Context: an optimization exercise on an open-source flow, tuned for small area and a short achievable clock period. The choices shown serve that exercise and are no tape-out recipe.
Only simulation tests tie the RTL to the original design; equivalence was not proved.
Power and IR drop assume default switching activity.

== job 7835 ==
// mult_top
module mult_top(
    input clk,
    input  [15:0] x,
    input  [15:0] y,
    output reg [31:0] p_out
    );
clock: 10.0 ns
lec_check: 0
abc_area: 1
cap_margin: 20
core_margin: 2
core_utilization: 40
place_density: 0.6
slew_margin: 20
standard.sh (not shown) runs the stock make flow with config.mk's settings and CLKGATE_MAP_FILE= SYNTH_SCRIPT=/design/flow/synth_recipe.tcl, a recipe that flattens the netlist after the stock synthesis.
==> flow/flow/run.sh <==
#!/bin/bash
# Standard layout with two changes: no full/half-adder cells in synthesis (the
# adders are left as plain gates for abc), and timing repair aimed at a
# tighter setup slack than the design's own settings allow.
set -euo pipefail
export ADDER_MAP_FILE=
export SETUP_SLACK_MARGIN=6.5
bash standard.sh > standard_flow.log 2>&1
> inputs changed (job 7835 -> job 3709)
Settings: setting CTS_BUF_LIST to sky130_fd_sc_hd__clkbuf_4 sky130_fd_sc_hd__clkbuf_8 for the first time.
==> flow/flow/run.sh <==
#!/bin/bash
# Standard layout with three changes: no full/half-adder cells in synthesis
# (the adders are left as plain gates for abc), timing repair aimed at a
# tighter setup slack than the design's own settings allow, and the port
# buffers are plain buf_1 cells rather than delay buffers.
set -euo pipefail
export ADDER_MAP_FILE=
export SETUP_SLACK_MARGIN=6.2
export BUFFER_PORTS_ARGS="-buffer_cell sky130_fd_sc_hd__buf_1"
bash standard.sh > standard_flow.log 2>&1
--- outcome ---
- Compared with job 7835, in job 3709 worst-case clock skew went up, final cell count went down, met1 track demand over resource went down, total stage count of the critical path went up.
- Job 3709 vs job 7835: number of filler instances in the final layout up in job 3709
- Lower final instance area was reported by job 3709, not job 7835.
- Relative to job 7835, the layout overhead on the synthesized area of job 3709 is lower by 16 points.
- Job 3709 reports a higher fraction of area in multi-input gates than job 7835 does.
### job 3709 -> job 2467
--- a/flow/flow/run.sh
+++ b/flow/flow/run.sh
@@ -6,5 +6,4 @@
 set -euo pipefail
 export ADDER_MAP_FILE=
-export SETUP_SLACK_MARGIN=6.2
 export BUFFER_PORTS_ARGS="-buffer_cell sky130_fd_sc_hd__buf_1"
 bash standard.sh > standard_flow.log 2>&1
### Flow results
Compared with job 3709, job 2467 instantiates a smaller number of standard cells. Diff job 3709 -> job 2467: detailed-route wire length per cell went down by 0.070 um, fraction of area in clock buffers and inverters was more or less identical, non-clock buffer count in the final layout went down by 6, maximum fanout count along the critical path went up by 5. Summary: worst setup margin, job 2467 worse than job 3709. Job 2467 against job 3709; design area is down by a few percent. Both conditions hold for job 2467: the flow ran to the end and the final layout passed the timing, DRC and antenna checks. Layout net count shrinks slightly when moving from job 3709 to job 2467. Job 2467 reports its timing startpoint of the critical path as X_vec[13]$_DFF_P_ while job 3709 reports KX_vec[0]$_SDFF_PP0_. Clock power share was higher in the run labelled job 2467. Measured against each other, job 3709 and job 2467 differ in power, the lower figure coming from job 2467. Between job 2467 and job 3709, it is job 2467 whose number of gates on the worst path with buffers counted is lower, by 25%.

========
mult_top again, from the RTL that the note above started with.
export LEC_CHECK = 0
export ABC_AREA = 1
export CAP_MARGIN = 20
export CORE_MARGIN = 2
export CORE_UTILIZATION = 40
export PLACE_DENSITY = 0.6
export SLEW_MARGIN = 20
create_clock -name core_clock -period 10.0 [get_ports {clk}]
==> flow/flow/run.sh <==
#!/bin/bash
# Standard layout with three changes: no full/half-adder cells in synthesis
# (the adders are left as plain gates for abc), timing repair aimed at a
# tighter setup slack than the design's own settings allow, and the port
# buffers are plain buf_1 cells rather than delay buffers.
set -euo pipefail
export ADDER_MAP_FILE=
export SETUP_SLACK_MARGIN=6.0
export BUFFER_PORTS_ARGS="-buffer_cell sky130_fd_sc_hd__buf_1"
bash standard.sh > standard_flow.log 2>&1
Then changed:
Settings changed: CORE_UTILIZATION 40 to 60, PLACE_DENSITY 0.6 to 0.75.
The new run finished with timing, DRC and antenna clean.
Sequential share of layout area rises by 0.18 points.
Sequential power hardly moves.
Final area came out lower by 0.79%.
Via count climbs by 1.6%.

========
== harbor ==
mult_top again, from the RTL that the note above started with.
export LEC_CHECK = 0
export ABC_AREA = 1
export CAP_MARGIN = 20
export CORE_MARGIN = 2
export CORE_UTILIZATION = 40
export CTS_BUF_LIST = sky130_fd_sc_hd__clkbuf_4 sky130_fd_sc_hd__clkbuf_8
export PLACE_DENSITY = 0.6
export SLEW_MARGIN = 20
create_clock -name core_clock -period 10.0 [get_ports {clk}]
==> flow/flow/run.sh <==
#!/bin/bash
# Standard layout with three changes: no full/half-adder cells in synthesis
# (the adders are left as plain gates for abc), timing repair aimed at a
# tighter setup slack than the design's own settings allow, and the port
# buffers are plain buf_1 cells rather than delay buffers.
set -euo pipefail
export ADDER_MAP_FILE=
export SETUP_SLACK_MARGIN=6.4
export BUFFER_PORTS_ARGS="-buffer_cell sky130_fd_sc_hd__buf_1"
bash standard.sh > standard_flow.log 2>&1
harbor went all the way through the flow, and no timing, DRC or antenna check failed.
The following lists how juniper was set up differently from harbor:
==> flow/flow/run.sh <==
#!/bin/bash
# Standard layout with these changes:
# - synthesis leaves the adders as plain gates (no full/half-adder cells) and
#   maps them with flow/abc_map.script (the standard flow's synthesis script otherwise);
# - timing repair aims at a tighter setup slack than the design's settings;
# - the port buffers are plain buf_1 cells rather than delay buffers.
set -euo pipefail
here=$(pwd)
export ADDER_MAP_FILE=
export SETUP_SLACK_MARGIN=6.2
export BUFFER_PORTS_ARGS="-buffer_cell sky130_fd_sc_hd__buf_1"
export FLOW_ABC_SCRIPT=$here/flow/abc_map.script
sed "s#SYNTH_SCRIPT=[^ ]*#SYNTH_SCRIPT=$here/flow/synth_abc.tcl#" standard.sh > standard_abc.sh
bash standard_abc.sh synth > synth_flow.log 2>&1
bash standard.sh > standard_flow.log 2>&1
==> flow/flow/abc_map.script (new file) <==
strash
dch
map -B 0.9
strash
dch
map -B 0.9
topo
stime -c
buffer -c
upsize -c
dnsize -c
==> flow/flow/synth_abc.tcl (new file) <==
# The standard flow's synthesis script (synth_recipe.tcl) with one change: the final abc
# mapping runs flow/abc_map.script instead of ORFS's abc script.
proc synth {args} { yosys synth -nofsm -noshare {*}$args }
proc abc {args} {
  set i [lsearch -exact $args -script]
  if { $i >= 0 } { lset args [expr { $i + 1 }] $::env(FLOW_ABC_SCRIPT) }
  yosys abc {*}$args
}
source $::env(SCRIPTS_DIR)/synth.tcl
# left out here: clear keep_hierarchy, flatten, clean up, hide names made inside functions, write 1_2_yosys.v
Results
Comparing juniper and harbor, relative contribution of the clock network to total power is lower on harbor. Compared with harbor, in juniper post-route standard cell area excluding fillers shows a reduction of about 13%; worst setup margin dropped 120 ps. Diff harbor -> juniper: power after layout saw a decrease, final routed wire length divided by cell count saw a decrease, number of cells on the critical path saw a decrease, area growth from synthesis to layout saw a decrease. juniper: endpoint required time on the critical path 20 ps above harbor. juniper: first-pass GRT wire length is 1.3% higher than what harbor reported. Relative to harbor, buffer and inverter count on the worst path decreased by 1 in juniper. | routed wire length | juniper vs harbor | 6.6% lower |.
What pepper does differently from juniper at the input level:
Settings: CTS_BUF_LIST no longer set, was sky130_fd_sc_hd__clkbuf_4 sky130_fd_sc_hd__clkbuf_8.
-- flow/flow/run.sh --
<<< juniper, line 10
export SETUP_SLACK_MARGIN=6.2
>>> pepper, line 10
export SETUP_SLACK_MARGIN=6.0
==> flow/flow/abc_map.script <==
strash
dch
map -a
topo
stime -c
buffer -c
upsize -c
dnsize -c
==> comparison <==
The worst setup slack of pepper falls short of that of juniper by 930 ps.
pepper — depth of the worst hold-timing path 2 lower, juniper as reference
Switching share of power, juniper and pepper, lower one = pepper.
Looking only at compound-gate portion of the synthesized area, and setting everything else aside, the lower value of juniper and pepper goes to juniper.
Diff juniper -> pepper | number of vias per cell | up by a few percent
In pepper the sequential portion of the cell area turned out 1.7 points lower than in juniper.
| maximum number of pins on one net before global-route repair | higher: juniper |
Between juniper and pepper, met3 wirelength from detailed routing is lower for pepper, juniper comes in above that.
STATUS post-layout minimum cycle time: pepper loses against juniper
In pepper relative to juniper, routed wire length had gone up by a few percent.
Here is what was changed in the inputs of yarrow compared with pepper.
Settings: CTS_BUF_LIST now sky130_fd_sc_hd__clkbuf_4 sky130_fd_sc_hd__clkbuf_8, previously not set.
==> flow/flow/run.sh <==
#!/bin/bash
# Standard layout with three changes: no full/half-adder cells in synthesis
# (the adders are left as plain gates for abc), timing repair aimed at a
# tighter setup slack than the design's own settings allow, and the port
# buffers are plain buf_1 cells rather than delay buffers.
set -euo pipefail
export ADDER_MAP_FILE=
export SETUP_SLACK_MARGIN=6.0
export BUFFER_PORTS_ARGS="-buffer_cell sky130_fd_sc_hd__buf_1"
bash standard.sh > standard_flow.log 2>&1
removed: flow/flow/abc_map.script
removed: flow/flow/synth_abc.tcl
Results
Number of nets at the end of the flow (yarrow vs. pepper) increases by a little under 10%
X dimension of the die in yarrow is about 6% above pepper.
In the metrics for yarrow and pepper, the one carrying the higher final-layout clock buffer total is yarrow.
Comparing yarrow and pepper, the lower area of the multi-input gates was measured on pepper.
What pepper reported for via total after detailed routing has to be multiplied by 1.06 to get the figure for yarrow.
The following lists how cedar was set up differently from yarrow:
-- flow/flow/run.sh --
<<< yarrow, line 8
export SETUP_SLACK_MARGIN=6.0
>>> cedar, line 8
export SETUP_SLACK_MARGIN=6.3
--- outcome ---
- Diff yarrow and cedar: power higher in cedar
- On cedar: combinational share of power is 1.0 points higher than what yarrow gave.
- Taking yarrow as the reference point, the sum of routed wire length over all layers of cedar rises by 240 µm.
- Compared with yarrow, in cedar part of the cycle the worst path needs lost 2.2 points, final cell utilization of the core picked up an extra 1.3 points.

[afterwards: timing with drivers on the ports]
In the flow no input, the clock included, has a driving cell. The finished layouts below were timed again as built, in two steps. Step 1 assumes that a clkbuf_16 drives the clock port and a buf_2 every other input. Step 2 adds t to the input delays and takes it off the output delays; t is the mean of the earliest and latest rising clock arrival at the registers after step 1. Input paths then give back, and output paths get back, about the clock's delay inside the block. a / b / c = ideal / step 1 / step 2; a / b = the first two.
run | t, ns | setup WS [ns] | hold WS [ns] | worst setup path after step 2 | worst data-port slew with drivers (ns)
job 7835 | 0.394 | 6.572 / 6.572 / 6.214 | 0.747 / 0.747 / 0.747 | input to register | 0.04
job 3709 | 0.417 | 6.534 / 6.534 / 6.254 | 0.721 / 0.721 / 0.721 | input to register | 0.04
job 2467 | 0.417 | 6.192 / 6.192 / 5.963 | 0.722 / 0.722 / 0.722 | input to register | 0.04
the first run of note 2 | 0.395 | 6.340 / 6.349 / 5.961 | 0.720 / 0.720 / 0.720 | input to register | 0.04
the second run of note 2 | 0.391 | 6.288 / 6.305 / 5.914 | 0.744 / 0.744 / 0.744 | input to register | 0.05
harbor | 0.413 | 6.548 / 6.548 / 6.313 | 0.734 / 0.734 / 0.734 | input to register | 0.04
juniper | 0.419 | 6.430 / 6.434 / 6.015 | 0.779 / 0.779 / 0.779 | input to register | 0.03
pepper | 0.392 | 5.502 / 5.502 / 5.502 | 0.754 / 0.754 / 0.754 | register to register | 0.04
yarrow | 0.419 | 6.347 / 6.347 / 5.965 | 0.725 / 0.725 / 0.725 | input to register | 0.04
cedar | 0.416 | 6.566 / 6.566 / 6.246 | 0.720 / 0.720 / 0.720 | input to register | 0.04
After both steps every run listed still meets setup and hold. The setup slack of juniper, which loses most, moves by +0.004 ns with the drivers and by -0.415 ns with both steps.
